This is an optimization exercise on Yosys and OpenROAD, whose aim is small area and a short achievable clock period, not a production implementation. Function was checked by simulation only, so behaviour that the tests miss may differ from the original. Power is estimated from default activity; no workload was simulated.

`flow/design.v`:
```
module alu16bit (
  input clk,
  input reset,
  input [2:0] operation,
  input [15:0] operand_A,
  input [15:0] operand_B,
  output reg [31:0] result,
  output reg carry_flag,
  output reg zero_flag
);
  wire [15:0] a = operand_A;
  wire [15:0] b = operand_B;
  wire is_add = (operation == 3'd0);
  wire is_sub = (operation == 3'd1);
  wire is_mul = (operation == 3'd2);
  wire [15:0] m = is_mul ? b : {15'd0, is_add | is_sub};
  reg [15:0] cv;
  always @(*) begin
    case (operation)
      3'd0: cv = b;
      3'd1: cv = ~b;
      3'd3: cv = a & b;
      3'd4: cv = a | b;
      3'd5: cv = ~(a & b);
      3'd6: cv = ~(a | b);
      3'd7: cv = a ^ b;
      default: cv = 16'd0;
    endcase
  end
  wire cin = is_sub;
  wire [15:0] pp [0:15];
  genvar gi;
  generate for (gi = 0; gi < 16; gi = gi + 1) begin : g_pp
    assign pp[gi] = a & {16{m[gi]}};
  end endgenerate
  wire s1, c2;
  ha us1 (cin, pp[0][0], s1, c2);
  wire s3, c4;
  fa us3 (pp[0][1], pp[1][0], c2, s3, c4);
  wire s5, c6;
  fa us5 (pp[0][2], pp[1][1], pp[2][0], s5, c6);
  wire s7, c8;
  ha us7 (cv[2], s5, s7, c8);
  wire s9, c10;
  fa us9 (pp[0][3], pp[1][2], pp[2][1], s9, c10);
  wire s11, c12;
  fa us11 (pp[3][0], cv[3], c6, s11, c12);
  wire s13, c14;
  ha us13 (s9, c8, s13, c14);
  wire s15, c16;
  fa us15 (pp[0][4], pp[1][3], pp[2][2], s15, c16);
  wire s17, c18;
  fa us17 (pp[3][1], pp[4][0], cv[4], s17, c18);
  wire s19, c20;
  fa us19 (c10, s15, s17, s19, c20);
  wire s21, c22;
  ha us21 (c12, c14, s21, c22);
  wire s23, c24;
  fa us23 (pp[0][5], pp[1][4], pp[2][3], s23, c24);
  wire s25, c26;
  fa us25 (pp[3][2], pp[4][1], pp[5][0], s25, c26);
  wire s27, c28;
  fa us27 (cv[5], c16, s23, s27, c28);
  wire s29, c30;
  fa us29 (s25, c18, s27, s29, c30);
  wire s31, c32;
  ha us31 (c22, c20, s31, c32);
  wire s33, c34;
  fa us33 (pp[0][6], pp[1][5], pp[2][4], s33, c34);
  wire s35, c36;
  fa us35 (pp[3][3], pp[4][2], pp[5][1], s35, c36);
  wire s37, c38;
  fa us37 (pp[6][0], cv[6], c24, s37, c38);
  wire s39, c40;
  fa us39 (c26, s33, s35, s39, c40);
  wire s41, c42;
  fa us41 (c28, s37, s39, s41, c42);
  wire s43, c44;
  ha us43 (c32, c30, s43, c44);
  wire s45, c46;
  fa us45 (pp[0][7], pp[1][6], pp[2][5], s45, c46);
  wire s47, c48;
  fa us47 (pp[3][4], pp[4][3], pp[5][2], s47, c48);
  wire s49, c50;
  fa us49 (pp[6][1], pp[7][0], cv[7], s49, c50);
  wire s51, c52;
  fa us51 (c34, c36, s45, s51, c52);
  wire s53, c54;
  fa us53 (s47, s49, c38, s53, c54);
  wire s55, c56;
  fa us55 (c40, s51, s53, s55, c56);
  wire s57, c58;
  ha us57 (c42, c44, s57, c58);
  wire s59, c60;
  fa us59 (pp[0][8], pp[1][7], pp[2][6], s59, c60);
  wire s61, c62;
  fa us61 (pp[3][5], pp[4][4], pp[5][3], s61, c62);
  wire s63, c64;
  fa us63 (pp[6][2], pp[7][1], pp[8][0], s63, c64);
  wire s65, c66;
  fa us65 (cv[8], c46, c48, s65, c66);
  wire s67, c68;
  fa us67 (s59, s61, s63, s67, c68);
  wire s69, c70;
  fa us69 (c50, c52, s65, s69, c70);
  wire s71, c72;
  fa us71 (s67, c54, s69, s71, c72);
  wire s73, c74;
  ha us73 (c56, c58, s73, c74);
  wire s75, c76;
  fa us75 (pp[0][9], pp[1][8], pp[2][7], s75, c76);
  wire s77, c78;
  fa us77 (pp[3][6], pp[4][5], pp[5][4], s77, c78);
  wire s79, c80;
  fa us79 (pp[6][3], pp[7][2], pp[8][1], s79, c80);
  wire s81, c82;
  fa us81 (pp[9][0], cv[9], c60, s81, c82);
  wire s83, c84;
  fa us83 (c62, c64, s75, s83, c84);
  wire s85, c86;
  fa us85 (s77, s79, c66, s85, c86);
  wire s87, c88;
  fa us87 (c68, s81, s83, s87, c88);
  wire s89, c90;
  fa us89 (c70, s85, s87, s89, c90);
  wire s91, c92;
  ha us91 (c72, s89, s91, c92);
  wire s93, c94;
  fa us93 (pp[0][10], pp[1][9], pp[2][8], s93, c94);
  wire s95, c96;
  fa us95 (pp[3][7], pp[4][6], pp[5][5], s95, c96);
  wire s97, c98;
  fa us97 (pp[6][4], pp[7][3], pp[8][2], s97, c98);
  wire s99, c100;
  fa us99 (pp[9][1], pp[10][0], cv[10], s99, c100);
  wire s101, c102;
  fa us101 (c76, c78, c80, s101, c102);
  wire s103, c104;
  fa us103 (s93, s95, s97, s103, c104);
  wire s105, c106;
  fa us105 (s99, c82, c84, s105, c106);
  wire s107, c108;
  fa us107 (s101, s103, c86, s107, c108);
  wire s109, c110;
  fa us109 (c88, s105, s107, s109, c110);
  wire s111, c112;
  ha us111 (c90, c92, s111, c112);
  wire s113, c114;
  fa us113 (pp[0][11], pp[1][10], pp[2][9], s113, c114);
  wire s115, c116;
  fa us115 (pp[3][8], pp[4][7], pp[5][6], s115, c116);
  wire s117, c118;
  fa us117 (pp[6][5], pp[7][4], pp[8][3], s117, c118);
  wire s119, c120;
  fa us119 (pp[9][2], pp[10][1], pp[11][0], s119, c120);
  wire s121, c122;
  fa us121 (cv[11], c94, c96, s121, c122);
  wire s123, c124;
  fa us123 (c98, s113, s115, s123, c124);
  wire s125, c126;
  fa us125 (s117, s119, c100, s125, c126);
  wire s127, c128;
  fa us127 (c102, c104, s121, s127, c128);
  wire s129, c130;
  fa us129 (s123, s125, c106, s129, c130);
  wire s131, c132;
  fa us131 (s127, c108, s129, s131, c132);
  wire s133, c134;
  ha us133 (c110, s131, s133, c134);
  wire s135, c136;
  fa us135 (pp[0][12], pp[1][11], pp[2][10], s135, c136);
  wire s137, c138;
  fa us137 (pp[3][9], pp[4][8], pp[5][7], s137, c138);
  wire s139, c140;
  fa us139 (pp[6][6], pp[7][5], pp[8][4], s139, c140);
  wire s141, c142;
  fa us141 (pp[9][3], pp[10][2], pp[11][1], s141, c142);
  wire s143, c144;
  fa us143 (pp[12][0], cv[12], c114, s143, c144);
  wire s145, c146;
  fa us145 (c116, c118, c120, s145, c146);
  wire s147, c148;
  fa us147 (s135, s137, s139, s147, c148);
  wire s149, c150;
  fa us149 (s141, c122, c124, s149, c150);
  wire s151, c152;
  fa us151 (s143, s145, s147, s151, c152);
  wire s153, c154;
  fa us153 (c126, c128, s149, s153, c154);
  wire s155, c156;
  fa us155 (s151, c130, s153, s155, c156);
  wire s157, c158;
  ha us157 (c132, s155, s157, c158);
  wire s159, c160;
  fa us159 (pp[0][13], pp[1][12], pp[2][11], s159, c160);
  wire s161, c162;
  fa us161 (pp[3][10], pp[4][9], pp[5][8], s161, c162);
  wire s163, c164;
  fa us163 (pp[6][7], pp[7][6], pp[8][5], s163, c164);
  wire s165, c166;
  fa us165 (pp[9][4], pp[10][3], pp[11][2], s165, c166);
  wire s167, c168;
  fa us167 (pp[12][1], pp[13][0], cv[13], s167, c168);
  wire s169, c170;
  fa us169 (c136, c138, c140, s169, c170);
  wire s171, c172;
  fa us171 (c142, s159, s161, s171, c172);
  wire s173, c174;
  fa us173 (s163, s165, s167, s173, c174);
  wire s175, c176;
  fa us175 (c144, c146, c148, s175, c176);
  wire s177, c178;
  fa us177 (s169, s171, s173, s177, c178);
  wire s179, c180;
  fa us179 (c150, c152, s175, s179, c180);
  wire s181, c182;
  fa us181 (s177, c154, s179, s181, c182);
  wire s183, c184;
  ha us183 (c156, s181, s183, c184);
  wire s185, c186;
  fa us185 (pp[0][14], pp[1][13], pp[2][12], s185, c186);
  wire s187, c188;
  fa us187 (pp[3][11], pp[4][10], pp[5][9], s187, c188);
  wire s189, c190;
  fa us189 (pp[6][8], pp[7][7], pp[8][6], s189, c190);
  wire s191, c192;
  fa us191 (pp[9][5], pp[10][4], pp[11][3], s191, c192);
  wire s193, c194;
  fa us193 (pp[12][2], pp[13][1], pp[14][0], s193, c194);
  wire s195, c196;
  fa us195 (cv[14], c160, c162, s195, c196);
  wire s197, c198;
  fa us197 (c164, c166, s185, s197, c198);
  wire s199, c200;
  fa us199 (s187, s189, s191, s199, c200);
  wire s201, c202;
  fa us201 (s193, c168, c170, s201, c202);
  wire s203, c204;
  fa us203 (c172, s195, s197, s203, c204);
  wire s205, c206;
  fa us205 (s199, c174, c176, s205, c206);
  wire s207, c208;
  fa us207 (s201, s203, c178, s207, c208);
  wire s209, c210;
  fa us209 (c180, s205, s207, s209, c210);
  wire s211, c212;
  ha us211 (c182, c184, s211, c212);
  wire s213, c214;
  fa us213 (pp[0][15], pp[1][14], pp[2][13], s213, c214);
  wire s215, c216;
  fa us215 (pp[3][12], pp[4][11], pp[5][10], s215, c216);
  wire s217, c218;
  fa us217 (pp[6][9], pp[7][8], pp[8][7], s217, c218);
  wire s219, c220;
  fa us219 (pp[9][6], pp[10][5], pp[11][4], s219, c220);
  wire s221, c222;
  fa us221 (pp[12][3], pp[13][2], pp[14][1], s221, c222);
  wire s223, c224;
  fa us223 (pp[15][0], cv[15], c186, s223, c224);
  wire s225, c226;
  fa us225 (c188, c190, c192, s225, c226);
  wire s227, c228;
  fa us227 (c194, s213, s215, s227, c228);
  wire s229, c230;
  fa us229 (s217, s219, s221, s229, c230);
  wire s231, c232;
  fa us231 (c196, c198, c200, s231, c232);
  wire s233, c234;
  fa us233 (s223, s225, s227, s233, c234);
  wire s235, c236;
  fa us235 (s229, c202, c204, s235, c236);
  wire s237, c238;
  fa us237 (s231, s233, c206, s237, c238);
  wire s239, c240;
  fa us239 (s235, c208, s237, s239, c240);
  wire s241, c242;
  ha us241 (c210, s239, s241, c242);
  wire s243, c244;
  fa us243 (pp[1][15], pp[2][14], pp[3][13], s243, c244);
  wire s245, c246;
  fa us245 (pp[4][12], pp[5][11], pp[6][10], s245, c246);
  wire s247, c248;
  fa us247 (pp[7][9], pp[8][8], pp[9][7], s247, c248);
  wire s249, c250;
  fa us249 (pp[10][6], pp[11][5], pp[12][4], s249, c250);
  wire s251, c252;
  fa us251 (pp[13][3], pp[14][2], pp[15][1], s251, c252);
  wire s253, c254;
  fa us253 (c214, c216, c218, s253, c254);
  wire s255, c256;
  fa us255 (c220, c222, s243, s255, c256);
  wire s257, c258;
  fa us257 (s245, s247, s249, s257, c258);
  wire s259, c260;
  fa us259 (s251, c224, c226, s259, c260);
  wire s261, c262;
  fa us261 (c228, c230, s253, s261, c262);
  wire s263, c264;
  fa us263 (s255, s257, c232, s263, c264);
  wire s265, c266;
  fa us265 (s259, c234, s261, s265, c266);
  wire s267, c268;
  fa us267 (c236, s263, s265, s267, c268);
  wire s269, c270;
  fa us269 (c238, s267, c240, s269, c270);
  wire s271, c272;
  fa us271 (pp[2][15], pp[3][14], pp[4][13], s271, c272);
  wire s273, c274;
  fa us273 (pp[5][12], pp[6][11], pp[7][10], s273, c274);
  wire s275, c276;
  fa us275 (pp[8][9], pp[9][8], pp[10][7], s275, c276);
  wire s277, c278;
  fa us277 (pp[11][6], pp[12][5], pp[13][4], s277, c278);
  wire s279, c280;
  fa us279 (pp[14][3], pp[15][2], c244, s279, c280);
  wire s281, c282;
  fa us281 (c246, c248, c250, s281, c282);
  wire s283, c284;
  fa us283 (c252, s271, s273, s283, c284);
  wire s285, c286;
  fa us285 (s275, s277, c254, s285, c286);
  wire s287, c288;
  fa us287 (c256, c258, s279, s287, c288);
  wire s289, c290;
  fa us289 (s281, s283, c260, s289, c290);
  wire s291, c292;
  fa us291 (c262, s285, s287, s291, c292);
  wire s293, c294;
  fa us293 (c264, s289, c266, s293, c294);
  wire s295, c296;
  fa us295 (s291, c268, s293, s295, c296);
  wire s297, c298;
  fa us297 (pp[3][15], pp[4][14], pp[5][13], s297, c298);
  wire s299, c300;
  fa us299 (pp[6][12], pp[7][11], pp[8][10], s299, c300);
  wire s301, c302;
  fa us301 (pp[9][9], pp[10][8], pp[11][7], s301, c302);
  wire s303, c304;
  fa us303 (pp[12][6], pp[13][5], pp[14][4], s303, c304);
  wire s305, c306;
  fa us305 (pp[15][3], c272, c274, s305, c306);
  wire s307, c308;
  fa us307 (c276, c278, s297, s307, c308);
  wire s309, c310;
  fa us309 (s299, s301, s303, s309, c310);
  wire s311, c312;
  fa us311 (c280, c282, c284, s311, c312);
  wire s313, c314;
  fa us313 (s305, s307, s309, s313, c314);
  wire s315, c316;
  fa us315 (c286, c288, s311, s315, c316);
  wire s317, c318;
  fa us317 (s313, c290, c292, s317, c318);
  wire s319, c320;
  fa us319 (s315, c294, s317, s319, c320);
  wire s321, c322;
  fa us321 (pp[4][15], pp[5][14], pp[6][13], s321, c322);
  wire s323, c324;
  fa us323 (pp[7][12], pp[8][11], pp[9][10], s323, c324);
  wire s325, c326;
  fa us325 (pp[10][9], pp[11][8], pp[12][7], s325, c326);
  wire s327, c328;
  fa us327 (pp[13][6], pp[14][5], pp[15][4], s327, c328);
  wire s329, c330;
  fa us329 (c298, c300, c302, s329, c330);
  wire s331, c332;
  fa us331 (c304, s321, s323, s331, c332);
  wire s333, c334;
  fa us333 (s325, s327, c306, s333, c334);
  wire s335, c336;
  fa us335 (c308, c310, s329, s335, c336);
  wire s337, c338;
  fa us337 (s331, c312, s333, s337, c338);
  wire s339, c340;
  fa us339 (c314, s335, c316, s339, c340);
  wire s341, c342;
  fa us341 (s337, c318, s339, s341, c342);
  wire s343, c344;
  fa us343 (pp[5][15], pp[6][14], pp[7][13], s343, c344);
  wire s345, c346;
  fa us345 (pp[8][12], pp[9][11], pp[10][10], s345, c346);
  wire s347, c348;
  fa us347 (pp[11][9], pp[12][8], pp[13][7], s347, c348);
  wire s349, c350;
  fa us349 (pp[14][6], pp[15][5], c322, s349, c350);
  wire s351, c352;
  fa us351 (c324, c326, c328, s351, c352);
  wire s353, c354;
  fa us353 (s343, s345, s347, s353, c354);
  wire s355, c356;
  fa us355 (c330, c332, s349, s355, c356);
  wire s357, c358;
  fa us357 (s351, s353, c334, s357, c358);
  wire s359, c360;
  fa us359 (c336, s355, c338, s359, c360);
  wire s361, c362;
  fa us361 (s357, c340, s359, s361, c362);
  wire s363, c364;
  fa us363 (pp[6][15], pp[7][14], pp[8][13], s363, c364);
  wire s365, c366;
  fa us365 (pp[9][12], pp[10][11], pp[11][10], s365, c366);
  wire s367, c368;
  fa us367 (pp[12][9], pp[13][8], pp[14][7], s367, c368);
  wire s369, c370;
  fa us369 (pp[15][6], c344, c346, s369, c370);
  wire s371, c372;
  fa us371 (c348, s363, s365, s371, c372);
  wire s373, c374;
  fa us373 (s367, c350, c352, s373, c374);
  wire s375, c376;
  fa us375 (c354, s369, s371, s375, c376);
  wire s377, c378;
  fa us377 (c356, s373, s375, s377, c378);
  wire s379, c380;
  fa us379 (c358, s377, c360, s379, c380);
  wire s381, c382;
  fa us381 (pp[7][15], pp[8][14], pp[9][13], s381, c382);
  wire s383, c384;
  fa us383 (pp[10][12], pp[11][11], pp[12][10], s383, c384);
  wire s385, c386;
  fa us385 (pp[13][9], pp[14][8], pp[15][7], s385, c386);
  wire s387, c388;
  fa us387 (c364, c366, c368, s387, c388);
  wire s389, c390;
  fa us389 (s381, s383, s385, s389, c390);
  wire s391, c392;
  fa us391 (c370, c372, s387, s391, c392);
  wire s393, c394;
  fa us393 (s389, c374, c376, s393, c394);
  wire s395, c396;
  fa us395 (s391, c378, s393, s395, c396);
  wire s397, c398;
  fa us397 (pp[8][15], pp[9][14], pp[10][13], s397, c398);
  wire s399, c400;
  fa us399 (pp[11][12], pp[12][11], pp[13][10], s399, c400);
  wire s401, c402;
  fa us401 (pp[14][9], pp[15][8], c382, s401, c402);
  wire s403, c404;
  fa us403 (c384, c386, s397, s403, c404);
  wire s405, c406;
  fa us405 (s399, c388, c390, s405, c406);
  wire s407, c408;
  fa us407 (s401, s403, c392, s407, c408);
  wire s409, c410;
  fa us409 (s405, c394, s407, s409, c410);
  wire s411, c412;
  fa us411 (pp[9][15], pp[10][14], pp[11][13], s411, c412);
  wire s413, c414;
  fa us413 (pp[12][12], pp[13][11], pp[14][10], s413, c414);
  wire s415, c416;
  fa us415 (pp[15][9], c398, c400, s415, c416);
  wire s417, c418;
  fa us417 (s411, s413, c402, s417, c418);
  wire s419, c420;
  fa us419 (c404, s415, c406, s419, c420);
  wire s421, c422;
  fa us421 (s417, c408, s419, s421, c422);
  wire s423, c424;
  fa us423 (pp[10][15], pp[11][14], pp[12][13], s423, c424);
  wire s425, c426;
  fa us425 (pp[13][12], pp[14][11], pp[15][10], s425, c426);
  wire s427, c428;
  fa us427 (c412, c414, s423, s427, c428);
  wire s429, c430;
  fa us429 (s425, c416, s427, s429, c430);
  wire s431, c432;
  fa us431 (c418, s429, c420, s431, c432);
  wire s433, c434;
  fa us433 (pp[11][15], pp[12][14], pp[13][13], s433, c434);
  wire s435, c436;
  fa us435 (pp[14][12], pp[15][11], c424, s435, c436);
  wire s437, c438;
  fa us437 (c426, s433, c428, s437, c438);
  wire s439, c440;
  fa us439 (s435, c430, s437, s439, c440);
  wire s441, c442;
  fa us441 (pp[12][15], pp[13][14], pp[14][13], s441, c442);
  wire s443, c444;
  fa us443 (pp[15][12], c434, s441, s443, c444);
  wire s445, c446;
  fa us445 (c436, s443, c438, s445, c446);
  wire s447, c448;
  fa us447 (pp[13][15], pp[14][14], pp[15][13], s447, c448);
  wire s449, c450;
  fa us449 (c442, s447, c444, s449, c450);
  wire s451, c452;
  fa us451 (pp[14][15], pp[15][14], c448, s451, c452);
  wire [31:0] x = {1'b0, pp[15][15], c450, c446, c440, c432, c422, c410, c396, c380, c362, c342, c320, c296, c270, c242, c212, s209, c158, c134, c112, s109, c74, s71, s55, s41, s29, s19, s11, c4, cv[1], cv[0]};
  wire [31:0] y = {1'b0, c452, s451, s449, s445, s439, s431, s421, s409, s395, s379, s361, s341, s319, s295, s269, s241, s211, s183, s157, s133, s111, s91, s73, s57, s43, s31, s21, s13, s7, s3, s1};
  wire [31:0] g = x & y;
  wire [31:0] p = x ^ y;
  wire G453 = g[1] | (p[1] & g[0]);
  wire P454 = p[1] & p[0];
  wire G455 = g[3] | (p[3] & g[2]);
  wire P456 = p[3] & p[2];
  wire G457 = g[5] | (p[5] & g[4]);
  wire P458 = p[5] & p[4];
  wire G459 = g[7] | (p[7] & g[6]);
  wire P460 = p[7] & p[6];
  wire G461 = g[9] | (p[9] & g[8]);
  wire P462 = p[9] & p[8];
  wire G463 = g[11] | (p[11] & g[10]);
  wire P464 = p[11] & p[10];
  wire G465 = g[13] | (p[13] & g[12]);
  wire P466 = p[13] & p[12];
  wire G467 = g[15] | (p[15] & g[14]);
  wire P468 = p[15] & p[14];
  wire G469 = g[17] | (p[17] & g[16]);
  wire P470 = p[17] & p[16];
  wire G471 = g[19] | (p[19] & g[18]);
  wire P472 = p[19] & p[18];
  wire G473 = g[21] | (p[21] & g[20]);
  wire P474 = p[21] & p[20];
  wire G475 = g[23] | (p[23] & g[22]);
  wire P476 = p[23] & p[22];
  wire G477 = g[25] | (p[25] & g[24]);
  wire P478 = p[25] & p[24];
  wire G479 = g[27] | (p[27] & g[26]);
  wire P480 = p[27] & p[26];
  wire G481 = g[29] | (p[29] & g[28]);
  wire P482 = p[29] & p[28];
  wire G483 = g[31] | (p[31] & g[30]);
  wire P484 = p[31] & p[30];
  wire G485 = G455 | (P456 & G453);
  wire P486 = P456 & P454;
  wire G487 = G459 | (P460 & G457);
  wire P488 = P460 & P458;
  wire G489 = G463 | (P464 & G461);
  wire P490 = P464 & P462;
  wire G491 = G467 | (P468 & G465);
  wire P492 = P468 & P466;
  wire G493 = G471 | (P472 & G469);
  wire P494 = P472 & P470;
  wire G495 = G475 | (P476 & G473);
  wire P496 = P476 & P474;
  wire G497 = G479 | (P480 & G477);
  wire P498 = P480 & P478;
  wire G499 = G483 | (P484 & G481);
  wire P500 = P484 & P482;
  wire G501 = G487 | (P488 & G485);
  wire P502 = P488 & P486;
  wire G503 = G491 | (P492 & G489);
  wire P504 = P492 & P490;
  wire G505 = G495 | (P496 & G493);
  wire P506 = P496 & P494;
  wire G507 = G499 | (P500 & G497);
  wire P508 = P500 & P498;
  wire G509 = G503 | (P504 & G501);
  wire P510 = P504 & P502;
  wire G511 = G507 | (P508 & G505);
  wire P512 = P508 & P506;
  wire G513 = G511 | (P512 & G509);
  wire P514 = P512 & P510;
  wire G515 = G505 | (P506 & G509);
  wire P516 = P506 & P510;
  wire G517 = G489 | (P490 & G501);
  wire P518 = P490 & P502;
  wire G519 = G493 | (P494 & G509);
  wire P520 = P494 & P510;
  wire G521 = G497 | (P498 & G515);
  wire P522 = P498 & P516;
  wire G523 = G457 | (P458 & G485);
  wire P524 = P458 & P486;
  wire G525 = G461 | (P462 & G501);
  wire P526 = P462 & P502;
  wire G527 = G465 | (P466 & G517);
  wire P528 = P466 & P518;
  wire G529 = G469 | (P470 & G509);
  wire P530 = P470 & P510;
  wire G531 = G473 | (P474 & G519);
  wire P532 = P474 & P520;
  wire G533 = G477 | (P478 & G515);
  wire P534 = P478 & P516;
  wire G535 = G481 | (P482 & G521);
  wire P536 = P482 & P522;
  wire G537 = g[2] | (p[2] & G453);
  wire P538 = p[2] & P454;
  wire G539 = g[4] | (p[4] & G485);
  wire P540 = p[4] & P486;
  wire G541 = g[6] | (p[6] & G523);
  wire P542 = p[6] & P524;
  wire G543 = g[8] | (p[8] & G501);
  wire P544 = p[8] & P502;
  wire G545 = g[10] | (p[10] & G525);
  wire P546 = p[10] & P526;
  wire G547 = g[12] | (p[12] & G517);
  wire P548 = p[12] & P518;
  wire G549 = g[14] | (p[14] & G527);
  wire P550 = p[14] & P528;
  wire G551 = g[16] | (p[16] & G509);
  wire P552 = p[16] & P510;
  wire G553 = g[18] | (p[18] & G529);
  wire P554 = p[18] & P530;
  wire G555 = g[20] | (p[20] & G519);
  wire P556 = p[20] & P520;
  wire G557 = g[22] | (p[22] & G531);
  wire P558 = p[22] & P532;
  wire G559 = g[24] | (p[24] & G515);
  wire P560 = p[24] & P516;
  wire G561 = g[26] | (p[26] & G533);
  wire P562 = p[26] & P534;
  wire G563 = g[28] | (p[28] & G521);
  wire P564 = p[28] & P522;
  wire G565 = g[30] | (p[30] & G535);
  wire P566 = p[30] & P536;
  wire [31:0] S = {p[31] ^ G565, p[30] ^ G535, p[29] ^ G563, p[28] ^ G521, p[27] ^ G561, p[26] ^ G533, p[25] ^ G559, p[24] ^ G515, p[23] ^ G557, p[22] ^ G531, p[21] ^ G555, p[20] ^ G519, p[19] ^ G553, p[18] ^ G529, p[17] ^ G551, p[16] ^ G509, p[15] ^ G549, p[14] ^ G527, p[13] ^ G547, p[12] ^ G517, p[11] ^ G545, p[10] ^ G525, p[9] ^ G543, p[8] ^ G501, p[7] ^ G541, p[6] ^ G523, p[5] ^ G539, p[4] ^ G485, p[3] ^ G537, p[2] ^ G453, p[1] ^ g[0], p[0]};
  wire borrow = is_sub & ~S[16];
  wire zero_lo = (S[15:0] == 16'd0);
  wire zero_mul = (a == 16'd0) | (b == 16'd0);
  wire [31:0] r = {S[31:17] | {15{borrow}}, S[16] ^ is_sub, S[15:0]};
  wire z = is_mul ? zero_mul : zero_lo;
  always @(posedge clk) begin
    if (reset) begin
      result     <= 32'b0;
      carry_flag <= 1'b0;
      zero_flag  <= 1'b0;
    end else begin
      result     <= r;
      carry_flag <= borrow;
      zero_flag  <= z;
    end
  end
endmodule
module fa (input a, input b, input c, output s, output co);
  assign s = a ^ b ^ c;
  assign co = (a & b) | (a & c) | (b & c);
endmodule
module ha (input a, input b, output s, output co);
  assign s = a ^ b;
  assign co = a & b;
endmodule
```
`flow/constraint.sdc`:
```
create_clock -name core_clock -period 7.2 [get_ports {clk}]
set_input_delay 1.4400 -clock core_clock [delete_from_list [all_inputs] [get_ports {clk}]]
set_output_delay 1.4400 -clock core_clock [all_outputs]
set_load 0.01 [all_outputs]
```
`flow/run.sh`:
```
#!/bin/bash
# synth_recipe.tcl (not shown) runs the flow's synth.tcl, then flattens the netlist and writes it again
# the make line also repeats each setting of config.mk as NAME=value (left out here)
make -C /OpenROAD-flow-scripts/flow DESIGN_CONFIG=/design/flow/config.mk WORK_HOME=/design/flow/orfs CLKGATE_MAP_FILE= SYNTH_SCRIPT=/design/flow/synth_recipe.tcl finish
```
`flow/config.mk`:
```
export PLATFORM = sky130hd
export DESIGN_NAME = alu16bit
export DESIGN_NICKNAME = alu16bit
export VERILOG_FILES = /design/flow/design.v
export SDC_FILE = /design/flow/constraint.sdc
export NUM_CORES = 4
export LEC_CHECK = 0
export CAP_MARGIN = 20
export CORE_MARGIN = 2
export CORE_UTILIZATION = 40
export GPL_TIMING_DRIVEN = 0
export SLEW_MARGIN = 20
export SYNTH_HIERARCHICAL = 1
```
==> reports/qor.txt, run 1 <==
Post-synth EDFFs = 0
Cell Count, Final, Fillers Out = 1452
via count = 8617
final worst setup slack = -0.08277 ns
Crit Path Class = in -> reg
Worst Setup Start Kind = primary input
PD cells = 128.2 nW/um^2
top cell type by total area after synthesis = fa_1
Cells on Worst Hold Path = 2
CP dominant cell by count = fa_2
Pleak = 6.839 nW
initial antenna violation count = 0
Worst EP required = 7.34 ns
initial core utilization = 0.4102
top cells by area, synth = fa_1, and3_1, ha_1
CP delay by family, top = adder cells
worst hold margin = 1.838 ns
Final setup viols = 7
Die H = 162.4 microns
Failed Checks = setup timing
Root Driver = clkbuf_16
Slew Limit Headroom = 0.3045
Layout Utilization = 0.5282
Buf/Inv on CP = 2
syn_nets = 1338
highest clock rate = 0.1373 GHz
Min-Delay Path Class = in -> reg
CTS Hold Buffers Added = 0
crit path from = operand_A[1]
post-synthesis cell area = 10030 sq um
first-pass GRT wire length = 53.82 mm
post-route ant nets = 0
largest net degree at the start of global routing = 12
# port buffers = 70
Reg clk slew, reported paths = 0.07 ns
Seq cells post-synth = 34
VDD IR-drop max = 0.1065 mV
routability cong. = 0.9540
final period utilization = 1.011
CP arrival = 7.43 ns
Final min period = 7.283 ns
critical path peak fanout = 10
Setup Slack @ Placement = -1.972 ns
I/O pins = 71
Critical-path top delay cell = fa_2
total track usage = 0.2733
min-delay src = reset
vias per std cell = 5.935
post-synthesis sequential area ratio = 0.06783
Register Area = 680.7 sq um
FFs w/ async S/R, synth = 0
Worst Setup End Kind = register
Rows = 57
filler instances = 2206
grt ovf = 0
Ys Warns = 7
clk buf depth = 2
share of cells above drive strength 1 = 0.2760
DRT Wirelength = 35.53 mm
Sink Count = 34
# Max-Cap Violations = 0
DRC violations left = 0
htree depth = 2
Die Span X = 162.4 microns
share of the synthesized area in the top cell type = 0.4529
Die ar. = 26370 sq um
vias in the first global route = 8899
WL/cell = 24.47 microns
critical path's largest stage delay = 0.58 ns
post-DP HPWL = 26.69 mm
Placed Cells = 1391
Detailed Routing Iterations Pass 1 = 5
Slew @ Worst Pin = 1.043 ns
Syn Inst Count = 997
final net count = 1468
Core Region = 24460 sq um
count of cell types in the netlist = 52
RSZ-0062 raised after global routing = true
Crit. path cell count = 20
final hold vios = 0
TritonCTS Buffers = 5
status = finished with violations
final slew viol count = 0
Area Growth Syn to Fin = 28.75%
Avg Cell Area, Syn = 10.06 sq um
CTS tree = done
worst path cell trace = dlygate4sd2_1 -> clkbuf_2 -> and3_1 -> fa_2 -> fa_2 -> fa_1 -> fa_2 -> fa_2 -> fa_2 -> ha_4 -> nand3_4 -> nor3_4 -> a311oi_2 -> o21ai_4 -> a21o_4 -> a31oi_4 -> o21ai_2 -> fa_2 -> xnor2_2 -> a21oi_1
area of the multi-input gates = 9434 sq um
DRT iter0 DRCs = 887
top_reg_cell synth = dfxtp_1
==> routing by layer <==
layer / vias to the layer above / track usage / part of all wire
li1: 3690 / - / -
met1: 4415 / 0.3843 / 0.42
met2: 460 / 0.4170 / 0.45
met3: 52 / 0.06392 / 0.094
met4: 0 / 0.09372 / 0.031
met5: - / 0 / 0
==> area by class of cell <==
class                           instances  share of cell area
Antenna cell                            1           0.0001937
Sequential cell                        34             0.05268
Tap cell                              324             0.03138
Timing Repair Buffer                  122             0.08658
Clock inverter                          2           0.0007747
Timing Repair inverter                  1           0.0008716
Multi-Input combinational cell        833              0.7302
Inverter                               40             0.01259
Buffer                                 90             0.07505
Clock buffer                            5            0.009684
==> cells in the mapped netlist (14+ instances only) <==
cell type    n
fa_1       227
and3_1     241
xnor2_1     16
nand2_1     33
clkbuf_1    82
and2_1      16
a21oi_1     34
ha_1        77
nor2_1      36
dfxtp_1     34
nor2b_1     15
inv_1       39
mux2_2      14
o21ai_0     20
==> cell usage in the layout (no fill, tap or decap), types with 12 or more instances in the layout <==
master,instances
and2_1,16
buf_4,47
mux2_2,14
and3_4,14
clkbuf_16,19
o21ai_0,16
clkdlybuf4s50_1,36
and3_1,227
inv_1,37
dfxtp_1,34
nor2_1,32
fa_2,59
a21oi_1,23
fa_1,168
clkbuf_4,13
clkbuf_2,20
nand2_1,30
clkbuf_8,22
nor2b_1,14
ha_1,65
a211oi_1,12
clkbuf_1,14
==> power breakdown <==
part	switching [mW]	internal, mW	leakage, nW
combinational	0.619	0.571	6.49
sequential	0.00992	0.237	0.281
clock	0.0948	0.125	0.0694
==> worst paths after layout <==
| check | end | slack [ns] |
|---|---|---|
| worst min-delay path | result[2] | 1.84 |
| worst max-delay path | result[27] | -0.08 |
==> logic make-up (layout without fill, tap and decap cells) <==
group	count (synthesis)	after routing	synth area share
adders and majority gates	304	304	0.5489
DFF	34	34	0.06783
AOI/OAI and AO/OA	115	115	0.08005
xor gates and xnor gates	16	16	0.01396
other	0	1	0
muxes	19	19	0.02070
and+or+nand+nor	379	379	0.2191
buffers and inverters	130	260	0.04950
==> stage by stage <==
stage	total power, mW	TNS (ns)	area, sq um
final	1.656	-0.3253	12920
after global routing	1.779	-2.461	12920
after detailed placement	1.168	-34.81	11220
after global placement	1.161	-34.29	11220
after floorplan	0.8344	0	10110
after CTS	1.580	-0.4132	12580
==> Yosys stat by module, one instance, submodules excluded <==
module / times used / area (sq um)
ha: 15 / 12.51
fa: 211 / 20.02
alu16bit: 1 / 5623
==> repair_timing <==
action                     4_1_cts  5_1_grt
gates cloned                     2        2
setup endpoints to repair       23       18
gates resized for setup        326       96
setup buffers                   35       14
pin swaps                       58       49
==> state kept, by name (all words and copies together), names as in the netlist <==
name / flops
result: 32
zero_flag: 1
carry_flag: 1
==> inputs of run 2 (changes only) <==
--- a/flow/config.mk
+++ b/flow/config.mk
@@ -5,9 +5,9 @@
 export SDC_FILE = /design/flow/constraint.sdc
 export NUM_CORES = 4
 export LEC_CHECK = 0
+export ABC_AREA = 1
 export CAP_MARGIN = 20
 export CORE_MARGIN = 2
 export CORE_UTILIZATION = 40
-export GPL_TIMING_DRIVEN = 0
 export SLEW_MARGIN = 20
 export SYNTH_HIERARCHICAL = 1
==> run 2 against run 1 <==
- now clean on timing, DRC and antenna
- flip-flop and latch count unchanged
- global-route usage decreased by 3.1 points
- non-clock buffer count increased by 48
- setup slack improved by 0.25 ns
- clock power about the same
- critical path depth increased by 9
- critical endpoint is now result[30]
- largest cell class unchanged
- largest power group unchanged
==> reports/qor.txt, run 2 <==
status = complete, no violations
WL/cell = 18.67 microns (-24%)
Syn Inst Count = 962 (-3.5%)
post-DP HPWL = 22.66 mm (-15%)
routability cong. = 0.8794 (-7.8%)
Area Growth Syn to Fin = 30.67%
Finished Cell Area = 11810 sq um (-8.6%)
first-pass GRT wire length = 44.66 mm (-17%)
Root Driver = clkbuf_16
Critical-path top delay cell = fa_2
Worst Setup Start Kind = primary input
Core Region = 22430 sq um (-8.3%)
VDD IR-drop max = 0.08987 mV (-16%)
Slew @ Worst Pin = 0.5623 ns (-0.4808 ns)
post-synthesis cell area = 9040 sq um (-9.9%)
I/O pins = 71 (unchanged)
Total Power = 1.495 mW (-9.8%)
CP dominant cell by count = fa_1
top cell type by total area after synthesis = fa_1
Pleak = 6.256 nW (-8.5%)
count leader, synth = nor2_1
# Max-Cap Violations = 0 (unchanged)
critical path's largest stage delay = 0.58 ns (about the same)
Slew Limit Headroom = 0.6216 (+0.3171)
PD cells = 126.5 nW/um^2 (-1.3%)
# port buffers = 70 (unchanged)
commonest non-fill, non-tap cell in the layout = nor2_1
largest net degree at the start of global routing = 29 (+17)
final net count = 1526 (+4.0%)
critical path peak fanout = 6 (-4)
post-route ant nets = 0 (unchanged)
CTS Hold Buffers Added = 0 (unchanged)
highest clock rate = 0.1422 GHz (+3.5%)
final hold vios = 0 (unchanged)
DRT Wirelength = 27.47 mm (-23%)
Sink Count = 34 (unchanged)
Final setup viols = 0 (-7)
FFs w/ async S/R, synth = 0 (unchanged)
final slew viol count = 0 (unchanged)
most frequent cells in the layout = nor2_1, fa_1, buf_4
top cells by area, synth = fa_1, nor2_1, ha_1
Avg Cell Area, Syn = 9.397 sq um (-6.6%)
share of cells above drive strength 1 = 0.2336 (-0.04240)
Die ar. = 23820 sq um (-9.7%)
Post-synth EDFFs = 0 (unchanged)
top_reg_cell synth = dfxtp_1
Worst Setup End Kind = register
clk buf depth = 2 (unchanged)
CP arrival = 7.20 ns (-0.23 ns)
Register Area = 680.7 sq um (unchanged)
Detailed Routing Iterations Pass 1 = 5 (unchanged)
Seq cells post-synth = 34 (unchanged)
syn_nets = 1303 (-2.6%)
post-synthesis sequential area ratio = 0.07529 (+0.007464)
sum of negative setup slack = 0 ns (+0.3253 ns)
Min-Delay Path Class = in -> reg
biggest regs = result x32, carry_flag x1, zero_flag x1
Worst EP required = 7.37 ns (+0.03 ns)
TritonCTS Buffers = 5 (unchanged)
initial antenna violation count = 0 (unchanged)
vias in the first global route = 8722 (-2.0%)
Most flops, register = result
filler instances = 2096 (-5.0%)
Crit Path Class = in -> reg
commonest cells in the netlist = nor2_1, fa_1, ha_1, inv_1, nand2_1
grt ovf = 0 (unchanged)
Die H = 154.3 microns (-5.0%)
Rows = 55 (-3.5%)
total track usage = 0.2424 (-0.03085)
share of the synthesized area in the top cell type = 0.5027 (+0.04983)
Final min period = 7.035 ns (-0.2481 ns)
CTS tree = done
diode count = 0 (-1)
initial core utilization = 0.4030 (-0.007253)
via count = 7864 (-8.7%)
count of cell types in the netlist = 33 (-37%)
max reg flops = 32 (unchanged)
area of the multi-input gates = 8074 sq um (-14%)
DRT iter0 DRCs = 411 (-54%)
final period utilization = 0.9770 (-0.03445)
vias per std cell = 5.346 (-9.9%)
htree depth = 2 (unchanged)
DRC violations left = 0 (unchanged)
Ys Warns = 7 (unchanged)
Post-DP Area = 11340 sq um (+1.1%)
Die Span X = 154.3 microns (-5.0%)
Reg clk slew, reported paths = 0.06 ns (about the same)
## run 2: cell count changes after synthesis, sizes merged, moves of 22 or more
cell / delta
and3: -242
nor2: +264
nand2: +29
inv: +26
a21oi: -22
clkbuf: -54
## run 2: worst max-delay path: cells and delay by family
kind                       cells  cell delay, ns
AOI/OAI and AO/OA              2            0.12
adders and majority gates      8            3.55
buffers and inverters          7            1.02
and+or+nand+nor               12            1.06
## run 2: cell type report
type                       instances  share of cell area
sequential                        34             0.05762
clock inverter                     1           0.0004237
clock buffer                       7             0.01207
inverter                          80             0.02595
tap                              285             0.03019
timing repair buffer             260              0.1902
multi-input combinational        804              0.6835
## run 2: repair_timing
item,CTS,global route
resized for setup,20,65
setup endpoints to repair,17,17
cloned,1,1
pin swaps,7,26
buffers inserted,0,5
## run 2: per-layer routing
| metal | share of wire | global-route usage |
|---|---|---|
| met1 | 0.39 | 0.2865 |
| met2 | 0.52 | 0.4416 |
| met3 | 0.040 | 0.03026 |
| met4 | 0.049 | 0.1102 |
| met5 | 0 | 0 |
## run 2: Yosys stat by module (local to each module, per instance)
module | cells inside | flops+latches | times used | area [sq um]
alu16bit | 736 | 34 | 1 | 4628
fa | 1 | 0 | 211 | 20.02
ha | 1 | 0 | 15 | 12.51
## run 2: cells by family (layout without fill, tap and decap cells)
family / Yosys count / count (layout) / synth area share
AOI/OAI and AO/OA: 91 / 91 / 0.07266
buffers and inverters: 124 / 348 / 0.05412
and+or+nand+nor: 396 / 396 / 0.1761
xor gates and xnor gates: 13 / 13 / 0.01260
adders and majority gates: 304 / 304 / 0.6093
DFF: 34 / 34 / 0.07529
## run 2: worst paths after layout
kind / cells after the start / slack, ns / start / endpoint
min: 7 / 1.84 / operand_A[13] / zero_flag
max: 29 / 0.17 / operation[2] / result[30]
## run 2: where the power goes
group / switching (mW) / internal [mW] / total [mW]
registers: 0.0121 / 0.236 / 0.248
logic: 0.516 / 0.507 / 1.02
clock network: 0.0860 / 0.137 / 0.223
total: 0.614 / 0.880 / 1.49
## run 2: through the flow
stage,util,setup WS (ns),instances,hold WS (ns)
floorplan,-,0.1085,962,1.700
global placement,0.5057,-0.3491,1456,2.174
detailed placement,0.5057,-0.4710,1456,2.172
CTS,0.5151,0.006503,1465,1.947
global route,0.5265,-0.06038,1471,1.907
finish,0.5265,0.1653,1471,1.845
==> inputs of run 3 (changes only) <==
--- a/flow/config.mk
+++ b/flow/config.mk
@@ -9,5 +9,6 @@
 export CAP_MARGIN = 20
 export CORE_MARGIN = 2
 export CORE_UTILIZATION = 40
+export GPL_TIMING_DRIVEN = 0
 export SLEW_MARGIN = 20
 export SYNTH_HIERARCHICAL = 1
==> run 3 against run 2 <==
- still clean
- fmax rose by 0.26%
- first-iteration DRC count rose by 16%
- synthesized area is the same
- sequential share of layout area up 0.46 points
- flip-flop and latch count unchanged
- sequential power barely moved
- setup slack improved by 0.018 ns
- critical path depth is 1 lower
- combinational power shrank 14%
- wire length is 4.3% lower
- non-clock buffer count fell by 134
- hold slack worse by 0.17 ns
- critical endpoint unchanged
- largest cell class unchanged
==> reports/qor.txt, run 3 <==
Worst Setup Start Kind = primary input
most frequent cells in the layout = nor2_1, fa_1, ha_1
Worst Setup End Kind = register
Final min period = 7.016 ns (-0.01830 ns)
commonest cells in the netlist = nor2_1, fa_1, ha_1, inv_1, nand2_1
top_reg_cell synth = dfxtp_1
syn_nets = 1303 (unchanged)
Final setup viols = 0 (unchanged)
post-synthesis sequential area ratio = 0.07529 (unchanged)
final slew viol count = 0 (unchanged)
Rows = 55 (unchanged)
final net count = 1392 (-8.8%)
vias per std cell = 5.466 (+2.2%)
Die H = 154.3 microns (unchanged)
via count = 7308 (-7.1%)
Post-DP Area = 10090 sq um (-11%)
Die ar. = 23820 sq um (unchanged)
post-synthesis cell area = 9040 sq um (unchanged)
htree depth = 2 (unchanged)
count leader, synth = nor2_1
top cells by area, synth = fa_1, nor2_1, ha_1
largest net degree at the start of global routing = 18 (-38%)
DRT iter0 DRCs = 477 (+16%)
first-pass GRT wire length = 43.42 mm (-2.8%)
Slew Limit Headroom = 0.5209 (-0.1007)
clk buf depth = 2 (unchanged)
I/O pins = 71 (unchanged)
final hold vios = 0 (unchanged)
Min-Delay Path Class = in -> reg
crit path to = result[30]
commonest non-fill, non-tap cell in the layout = nor2_1
post-route ant nets = 0 (unchanged)
# port buffers = 69 (-1.4%)
DRT Wirelength = 26.29 mm (-4.3%)
Register Area = 680.7 sq um (unchanged)
# Max-Cap Violations = 0 (unchanged)
TritonCTS Buffers = 5 (unchanged)
CP arrival = 7.16 ns (-0.04 ns)
DRC violations left = 0 (unchanged)
Placed Cells = 1316 (-9.6%)
Reg clk slew, reported paths = 0.06 ns (about the same)
routability cong. = 0.8692 (-1.2%)
crit path from = operation[0]
CTS Hold Buffers Added = 0 (unchanged)
biggest regs = result x32, carry_flag x1, zero_flag x1
vias in the first global route = 7921 (-9.2%)
Pleak = 5.784 nW (-7.5%)
diode count = 0 (unchanged)
status = complete, no violations
initial core utilization = 0.4030 (unchanged)
Post-synth EDFFs = 0 (unchanged)
Finished Cell Area = 10940 sq um (-7.4%)
Core Region = 22430 sq um (unchanged)
Cell Count, Final, Fillers Out = 1337 (-9.1%)
total track usage = 0.2369 (-0.005492)
Layout Utilization = 0.4878 (-0.03871)
Crit Path Class = in -> reg
sum of negative setup slack = 0 ns (unchanged)
share of the synthesized area in the top cell type = 0.5027 (unchanged)
Avg Cell Area, Syn = 9.397 sq um (unchanged)
Ys Warns = 7 (unchanged)
WL/cell = 19.67 microns (+5.3%)
top cell type by total area after synthesis = fa_1
Seq cells post-synth = 34 (unchanged)
Slew @ Worst Pin = 0.7186 ns (+0.1563 ns)
share of cells above drive strength 1 = 0.1625 (-0.07101)
initial antenna violation count = 0 (unchanged)
grt ovf = 0 (unchanged)
FFs w/ async S/R, synth = 0 (unchanged)
Die Span X = 154.3 microns (unchanged)
VDD IR-drop max = 0.1119 mV (+25%)
RSZ-0062 raised after global routing = true
CTS tree = done
Area Growth Syn to Fin = 21.07%
final period utilization = 0.9745 (-0.002542)
post-DP HPWL = 21.60 mm (-4.7%)
filler instances = 2138 (+2.0%)
Detailed Routing Iterations Pass 1 = 5 (unchanged)
Sink Count = 34 (unchanged)
Root Driver = clkbuf_16
count of cell types in the netlist = 33 (unchanged)
Syn Inst Count = 962 (unchanged)
critical path peak fanout = 10 (+4)
highest clock rate = 0.1425 GHz (+0.26%)
PD cells = 122.5 nW/um^2 (-3.2%)
Worst EP required = 7.34 ns (-0.03 ns)
Most flops, register = result
area of the multi-input gates = 8207 sq um (+1.6%)
max reg flops = 32 (unchanged)
[run 3: timing repair]
item,CTS,global route
setup buffers,15,5
resized for setup,172,61
endpoints found under the setup margin,20,18
pin swaps,13,14
cloned,1,0
[run 3: where the power goes]
part | leakage (nW) | total (mW) | switching [mW] | internal, mW
logic | 5.43 | 0.874 | 0.486 | 0.388
clock network | 0.0739 | 0.221 | 0.0835 | 0.137
registers | 0.281 | 0.246 | 0.0100 | 0.236
total | 5.78 | 1.34 | 0.579 | 0.761
[run 3: cells by family after synthesis]
logic type,Yosys count,share of synthesized area
AO/OA/AOI/OAI,91,0.07266
flip-flops,34,0.07529
XOR/XNOR,13,0.01260
adder cells (fa/ha/maj),304,0.6093
buffers and inverters,124,0.05412
AND/OR/NAND/NOR,396,0.1761
[run 3: final cells by class]
class	count	area share
inverter	80	0.03121
clock buffer	7	0.01303
clock inverter	1	0.0004573
sequential	34	0.06219
timing repair buffer	90	0.08117
multi-input combinational	804	0.7499
buffer	36	0.02950
tap	285	0.03258
[run 3: how the worst min path moves through the flow]
stage	from	to	slack [ns]	depth (start not counted)
finish	reset	result[0]	1.67	2
global route	reset	result[28]	1.72	2
CTS	reset	result[0]	1.67	2
detailed placement	reset	result[0]	1.97	2
global placement	reset	result[0]	1.98	2
floorplan	operand_A[0]	zero_flag	1.70	5
[run 3: per-module statistics from Yosys (local to each module, per instance)]
module,cells,copies in the design,cell area (sq um),flops+latches
ha,1,15,12.51,0
fa,1,211,20.02,0
alu16bit,736,1,4628,34
[run 3: stage by stage]
stage	power [mW]	setup slack [ns]	hold WS, ns
after floorplan	0.7664	0.1085	1.700
final	1.340	0.1836	1.675
after global routing	1.479	-0.09124	1.721
after global placement	1.036	-1.619	1.984
after CTS	1.335	0.0002598	1.672
after detailed placement	1.049	-1.644	1.967
[run 3: critical path, stage by stage]
cell,delay (ns)
buf_2,0.16
nor3_4,0.23
buf_4,0.15
buf_12,0.13
nand2_4,0.11
buf_8,0.18
nor2_2,0.11
fa_1,0.45
fa_2,0.39
fa_2,0.35
fa_2,0.34
fa_1,0.45
fa_1,0.54
ha_4,0.22
ha_4,0.27
nand2_1,0.07
nor2_2,0.11
inv_1,0.05
nor2_1,0.09
nand2_1,0.09
nand2_4,0.12
nand2_1,0.07
nand2_2,0.11
nand2_2,0.08
nand2_2,0.09
a21oi_2,0.07
fa_1,0.58
a21oi_1,0.08
[run 3: metal layers]
layer  routed length, microns  vias to the layer above  global-route usage
li1                         -                     3234                   -
met3                     1663                       47             0.03446
met4                      653                        0             0.06702
met5                        0                        -                   0
met2                    13800                      273              0.4173
met1                    10180                     3754              0.3060

==> static timing again, ports no longer ideal <==
No port has a modelled driver above. Below, the same layouts with a new extraction and two added sets of constraints.
Step 1 sets driving cells, clkbuf_16 on the clock port and buf_2 on the other inputs (assumed; they add their load-dependent delay and slew).
Step 2 moves the port delays by t, midway between the first and last clock arrival at a register: inputs arrive t later, outputs are due t later. That takes back most of the time a late clock gives input paths.
Three values: ideal, step 1, step 2; two values: the first two.
run	shift t [ns]	setup WS [ns]	hold slack, ns	latest minus earliest clock arrival (ns)
run 1	0.336	-0.083 / -0.073 / -0.409	1.838 / 1.815 / 2.150	0.009 / 0.009
run 2	0.330	0.165 / 0.190 / -0.140	1.845 / 1.826 / 2.156	0.007 / 0.007
run 3	0.327	0.184 / 0.200 / -0.127	1.675 / 1.657 / 1.984	0.005 / 0.005
With both steps, setup timing fails in run 2 and run 3, where it was met with ideal ports. The setup slack of run 1, which loses most, moves by +0.010 ns with the drivers and by -0.326 ns with both steps.
